Source: an optimization exercise on an open RTL-to-GDS flow (aim: small area, a short achievable clock period and few clock cycles). Production flows keep margins and buffers that such runs may drop. Where RTL was checked, it was by simulation tests only, not by an equivalence proof against the original.

## interpolation
module interpolation (
    input           clk,
    input           RST,
    input           START,
    input   [5:0]   H0,
    input   [5:0]   V0,
    input   [3:0]   SW,
    input   [3:0]   SH,
    output          REN,
    input   [7:0]   R_DATA,
    output  [11:0]  ADDR,
    output  [7:0]   O_DATA,
    output          O_VALID
);
    parameter Q = 5;
    reg [5:0] h0;
    reg [3:0] dh, dv;            
    reg       ract;
    reg [4:0] rrow;              
    reg [3:0] rfv;               
    reg [5:0] rtop;              
    reg [3:0] rj;                
    reg       rph;               
    reg [11:0] addr;
    reg       ren;
    reg [2:0] cr;                
    reg       b1, v2, b2, v3, b3, p4;
    reg [3:0] f1, f2, f3;
    reg [7:0] rd, ta;              
    reg [9:0] vp;
    reg [9:0] vr;
    reg [7:0] q [0:Q-1];
    reg [2:0] cnt;
    reg [4:0] oc;                
    reg [3:0] ofh;
    reg       hz, hc, hl;        
    reg [9:0] hp;
    reg [9:0] hr;
    reg       hv;
    reg [7:0] odata;
    reg       ovalid;
    assign REN = ren;
    assign ADDR = addr;
    assign O_DATA = odata;
    assign O_VALID = ovalid;
    localparam [4:0] FIRST = 5'd1, LAST = 5'd24;
    function [4:0] step;
        input [4:0] x;
  ...
==> flow/config.mk <==
export PLATFORM = sky130hd
export DESIGN_NAME = interpolation
export DESIGN_NICKNAME = interpolation
export VERILOG_FILES = /design/flow/design.v
export SDC_FILE = /design/flow/constraint.sdc
export NUM_CORES = 4
export LEC_CHECK = 0
export CAP_MARGIN = 20
export CORE_MARGIN = 2
export CORE_UTILIZATION = 40
export CTS_BUF_LIST = sky130_fd_sc_hd__clkbuf_8
export PLACE_DENSITY = 0.6
export SLEW_MARGIN = 20
==> flow/constraint.sdc <==
create_clock -name core_clock -period 12.0 [get_ports {clk}]
set_input_delay 2.4000 -clock core_clock [delete_from_list [all_inputs] [get_ports {clk}]]
set_output_delay 2.4000 -clock core_clock [all_outputs]
set_load 0.01 [all_outputs]
standard.sh (not shown) runs the stock make flow with config.mk's settings and CLKGATE_MAP_FILE= SYNTH_SCRIPT=/design/flow/synth_recipe.tcl, a recipe that flattens the netlist after the stock synthesis.
==> flow/flow/run.sh <==
#!/bin/bash
# The standard layout, with repair_timing aiming below the clock period and
# port buffers of the smallest buffer cell.
set -euo pipefail
bash standard.sh SETUP_SLACK_MARGIN=8.6 "BUFFER_PORTS_ARGS=-buffer_cell sky130_fd_sc_hd__buf_1" "CTS_ARGS=-sink_clustering_enable -repair_clock_nets -buf_list sky130_fd_sc_hd__clkbuf_16 -root_buf sky130_fd_sc_hd__clkbuf_16 -sink_clustering_size 30 -sink_clustering_max_diameter 300 -sink_buffer_max_cap_derate 1.0 -dont_use_dummy_load" finish > flow_standard.log 2>&1
The baseline finished clean.
Change:
==> flow/flow/run.sh (replaced) <==
#!/bin/bash
# The standard layout, with repair_timing aiming below the clock period and
# port buffers of the smallest buffer cell.
set -euo pipefail
bash standard.sh SETUP_SLACK_MARGIN=8.6 "BUFFER_PORTS_ARGS=-buffer_cell sky130_fd_sc_hd__buf_1"  finish > flow_standard.log 2>&1
CTS_CLUSTER_SIZE = 30   (was not set)
Result: Maximum frequency goes down slightly; worst setup slack degrades by 41 ps; routed wire length goes up slightly; cell count went up slightly.
Change:
==> flow/flow/run.sh (replaced) <==
#!/bin/bash
# The standard layout, with repair_timing aiming below the clock period and
# port buffers of the smallest buffer cell.
set -euo pipefail
bash standard.sh SETUP_SLACK_MARGIN=8.6 "BUFFER_PORTS_ARGS=-buffer_cell sky130_fd_sc_hd__buf_1" "CTS_ARGS=-sink_clustering_enable -repair_clock_nets -buf_list sky130_fd_sc_hd__clkbuf_8 -root_buf sky130_fd_sc_hd__clkbuf_16 -sink_clustering_size 30 -sink_clustering_max_diameter 300 -sink_buffer_max_cap_derate 1.0 -dont_use_dummy_load" finish > flow_standard.log 2>&1
CTS_CLUSTER_SIZE = not set   (was 30)
Result:
- area after synthesis stays the same
- worst setup slack improved by 70 ps
- final area shrinks slightly
- non-clock buffer count grows by 1
Change:
==> flow/flow/run.sh (replaced) <==
#!/bin/bash
# The standard layout, with repair_timing aiming below the clock period and
# port buffers of the smallest buffer cell.
set -euo pipefail
bash standard.sh SETUP_SLACK_MARGIN=8.6 "BUFFER_PORTS_ARGS=-buffer_cell sky130_fd_sc_hd__buf_1"  finish > flow_standard.log 2>&1
ABC_CLOCK_PERIOD_IN_PS = 6000   (was not set)
Effect: Clock-buffer cell count came out higher by 2; final area rises slightly; non-clock buffer count went down by 1; hold slack gains 20 ps; flip-flop and latch count is unchanged; maximum frequency goes down by a few percent; area after synthesis stays the same; die area does not change; wire length rises slightly; critical path depth stays the same.
Function was not checked in any run of this note: the RTL went through the layout flow alone.


## the reference run
The RTL this note starts from:
==> flow/design.v <==
module interpolation (
    input           clk,
    input           RST,
    input           START,
    input   [5:0]   H0,
    input   [5:0]   V0,
    input   [3:0]   SW,
    input   [3:0]   SH,
    output          REN,
    input   [7:0]   R_DATA,
    output  [11:0]  ADDR,
    output  [7:0]   O_DATA,
    output          O_VALID
);
    reg [5:0] h0;
    reg [3:0] dh, dv;            
    reg       ract;
    reg [4:0] rrow;
    reg [3:0] rfv;               
    reg [5:0] rtop;              
    reg [3:0] rj;                
    reg       rph;               
    reg [11:0] addr;
    reg       ren;
    reg [2:0] cr;                
    reg [1:0] k1, k2, k3;
    reg [3:0] f1, f2, f3;
    reg [7:0] rd, tp;
    parameter Q = 4;
    reg [7:0] q [0:Q-1];
    wire [7:0] qL = q[0], qR = q[1];
    reg [2:0] cnt;
    reg       oact;
    reg [4:0] oc, orow;
    reg [3:0] ofh;
    reg [7:0] odata;
    reg       ovalid;
    assign REN = ren;
    assign ADDR = addr;
    assign O_DATA = odata;
    assign O_VALID = ovalid;
    function [7:0] lerp;
        input [7:0] a, b;
        input [3:0] f;
        reg [7:0] m0, m1, m2, m3;
        reg [11:0] s;
        begin
            m0 = f[0] ? b : a;
            m1 = f[1] ? b : a;
            m2 = f[2] ? b : a;
            m3 = f[3] ? b : a;
            s = a + m0 + (m1 << 1) + (m2 << 2) + (m3 << 3);
            lerp = s[11:4];
        end
    endfunction
    wire       prod = k3[0];
    wire [7:0] cval = k3[1] ? lerp(tp, rd, f3) : rd;
    wire       need2 = (ofh != 4'd0);
    wire       fire = oact && (cnt != 3'd0) && (!need2 || cnt > 3'd1);
    wire [4:0] hsum = {1'b0, ofh} + {1'b0, dh};
    wire       rowend = (oc == 5'd16);
    wire       shift = fire && (rowend || hsum[4]);
    wire [7:0] oval = need2 ? lerp(qL, qR, ofh) : qL;
    wire       issue_first = ract && !rph && (cr != 3'd0 || shift);
    wire       issue = issue_first || (ract && rph);
    wire       direct = (rfv == 4'd0);
    wire       col_done = rph || (issue_first && direct);
    wire       row_done = col_done && (rj == dh);
    wire [4:0] vsum = {1'b0, rfv} + {1'b0, dv};
    wire [2:0] wslot = cnt - {2'b0, shift};
    always @(posedge clk or posedge RST) begin
        if (RST) begin
            ract <= 1'b0;
            oact <= 1'b0;
            ren <= 1'b1;
            k1 <= 2'd0;
            k2 <= 2'd0;
            k3 <= 2'd0;
            cnt <= 3'd0;
            cr <= Q;
            ovalid <= 1'b0;
        end else begin
            k1 <= issue ? (rph ? 2'd3 : (direct ? 2'd1 : 2'd2)) : 2'd0;
            k2 <= k1;
            k3 <= k2;
            cr <= cr - {2'b0, issue_first} + {2'b0, shift};
            ren <= !issue;
            if (row_done && rrow == 5'd16) ract <= 1'b0;
            ovalid <= fire;
            if (fire && rowend && orow == 5'd16) oact <= 1'b0;
            cnt <= cnt - {2'b0, shift} + {2'b0, prod};
            if (START) begin
                ract <= 1'b1;
                oact <= 1'b1;
            end
        end
    end
    integer i;
    always @(posedge clk) begin
        rd <= R_DATA;
        tp <= rd;
        f1 <= rfv;
        f2 <= f1;
        f3 <= f2;
        if (issue) begin
            if (rph)
                addr <= {addr[11:6] + 6'd1, addr[5:0]};
            else
                addr <= {rtop, (rj == 4'd0) ? h0 : addr[5:0] + 6'd1};
        end
        if (issue_first && !direct) rph <= 1'b1;
        if (col_done) begin
            rph <= 1'b0;
            if (row_done) begin
                rj <= 4'd0;
                rrow <= rrow + 5'd1;
                rfv <= vsum[3:0];
                rtop <= rtop + {5'd0, vsum[4]};
            end else begin
                rj <= rj + 4'd1;
            end
        end
        for (i = 0; i < Q; i = i + 1) begin
            if (prod && wslot == i)
                q[i] <= cval;
            else if (shift && i < Q - 1)
                q[i] <= q[i + 1];
        end
        if (fire) begin
            odata <= oval;
            if (rowend) begin
                oc <= 5'd0;
                ofh <= 4'd0;
                orow <= orow + 5'd1;
            end else begin
                oc <= oc + 5'd1;
                ofh <= hsum[3:0];
            end
        end
        if (START) begin
            h0 <= H0;
            dh <= SW - 4'd1;
            dv <= SH - 4'd1;
            rtop <= V0;
            rfv <= 4'd0;
            rrow <= 5'd0;
            rj <= 4'd0;
            rph <= 1'b0;
            oc <= 5'd0;
            ofh <= 4'd0;
            orow <= 5'd0;
        end
    end
endmodule
==> flow/config.mk <==
export PLATFORM = sky130hd
export DESIGN_NAME = interpolation
export DESIGN_NICKNAME = interpolation
export VERILOG_FILES = /design/flow/design.v
export SDC_FILE = /design/flow/constraint.sdc
export NUM_CORES = 4
export LEC_CHECK = 0
export CAP_MARGIN = 20
export CORE_MARGIN = 2
export CORE_UTILIZATION = 40
export PLACE_DENSITY = 0.6
export SLEW_MARGIN = 20
==> flow/constraint.sdc <==
create_clock -name core_clock -period 12.0 [get_ports {clk}]
set_input_delay 2.4000 -clock core_clock [delete_from_list [all_inputs] [get_ports {clk}]]
set_output_delay 2.4000 -clock core_clock [all_outputs]
set_load 0.01 [all_outputs]
==> flow/flow/run.sh <==
#!/bin/bash
# Standard layout, with repair_timing aiming well below the clock period.
set -euo pipefail
bash standard.sh SETUP_SLACK_MARGIN=8.5 finish > flow_standard.log 2>&1
Testbench counts of the reference run, summed over its fixed seeds: cycles 32,877.
The inputs of the trial run differ from those of the reference run as listed below.
==> flow/run.sh (new file) <==
#!/bin/bash
# synth_recipe.tcl (not shown) runs the flow's synth.tcl, then flattens the netlist and writes it again
# the make line also repeats each setting of config.mk as NAME=value (left out here)
make -C /OpenROAD-flow-scripts/flow DESIGN_CONFIG=/design/flow/config.mk WORK_HOME=/design/flow/orfs CLKGATE_MAP_FILE= SYNTH_SCRIPT=/design/flow/synth_recipe.tcl finish
removed: flow/flow/run.sh
removed: flow/standard.sh
### Flow results
The trial run | status: complete | timing, DRC, antenna: pass
Diff the reference run..the trial run | cell count of the worst reg-to-reg path | unchanged
Compared with the reference run, in the trial run maximum frequency has decreased; final worst slack has decreased; area taken by multi-input logic gates has decreased; path length in cells of the critical path has remained practically unchanged.

==> static timing again, ports no longer ideal <==
The flow's constraints put no driver on any port. The routed layouts listed below were extracted and timed again, unchanged, in two steps. Step 1: set_driving_cell puts a clkbuf_16 on clk and a buf_2 on each other input, an assumption about the parent block. Step 2 times the ports against the registers' clock, not the clock port: input delays grow and output delays shrink by t, the midpoint of the rising clock arrivals with the driver on. Three values: ideal, step 1, step 2; two values: the first two.
run	t (ns)	setup WS [ns]	hold WS [ns]	worst setup path at the end	worst data-port slew with drivers (ns)
the first run of note 1	0.455	8.680 / 8.638 / 8.385	0.317 / 0.317 / 0.317	input to register	0.04
the second run of note 1	0.481	8.639 / 8.603 / 8.393	0.329 / 0.329 / 0.329	input to register	0.04
the third run of note 1	0.408	8.709 / 8.667 / 8.406	0.309 / 0.309 / 0.309	input to register	0.04
the fourth run of note 1	0.481	8.639 / 8.603 / 8.393	0.329 / 0.329 / 0.329	input to register	0.04
the reference run	0.474	7.883 / 7.883 / 7.883	0.325 / 0.325 / 0.325	register to register	0.04
the trial run	0.460	7.141 / 7.141 / 7.141	0.318 / 0.318 / 0.318	register to register	0.05
After both steps setup and hold are still met in every run listed. The setup slack of the third run of note 1, which loses most, moves by -0.042 ns with the drivers and by -0.303 ns with both steps.
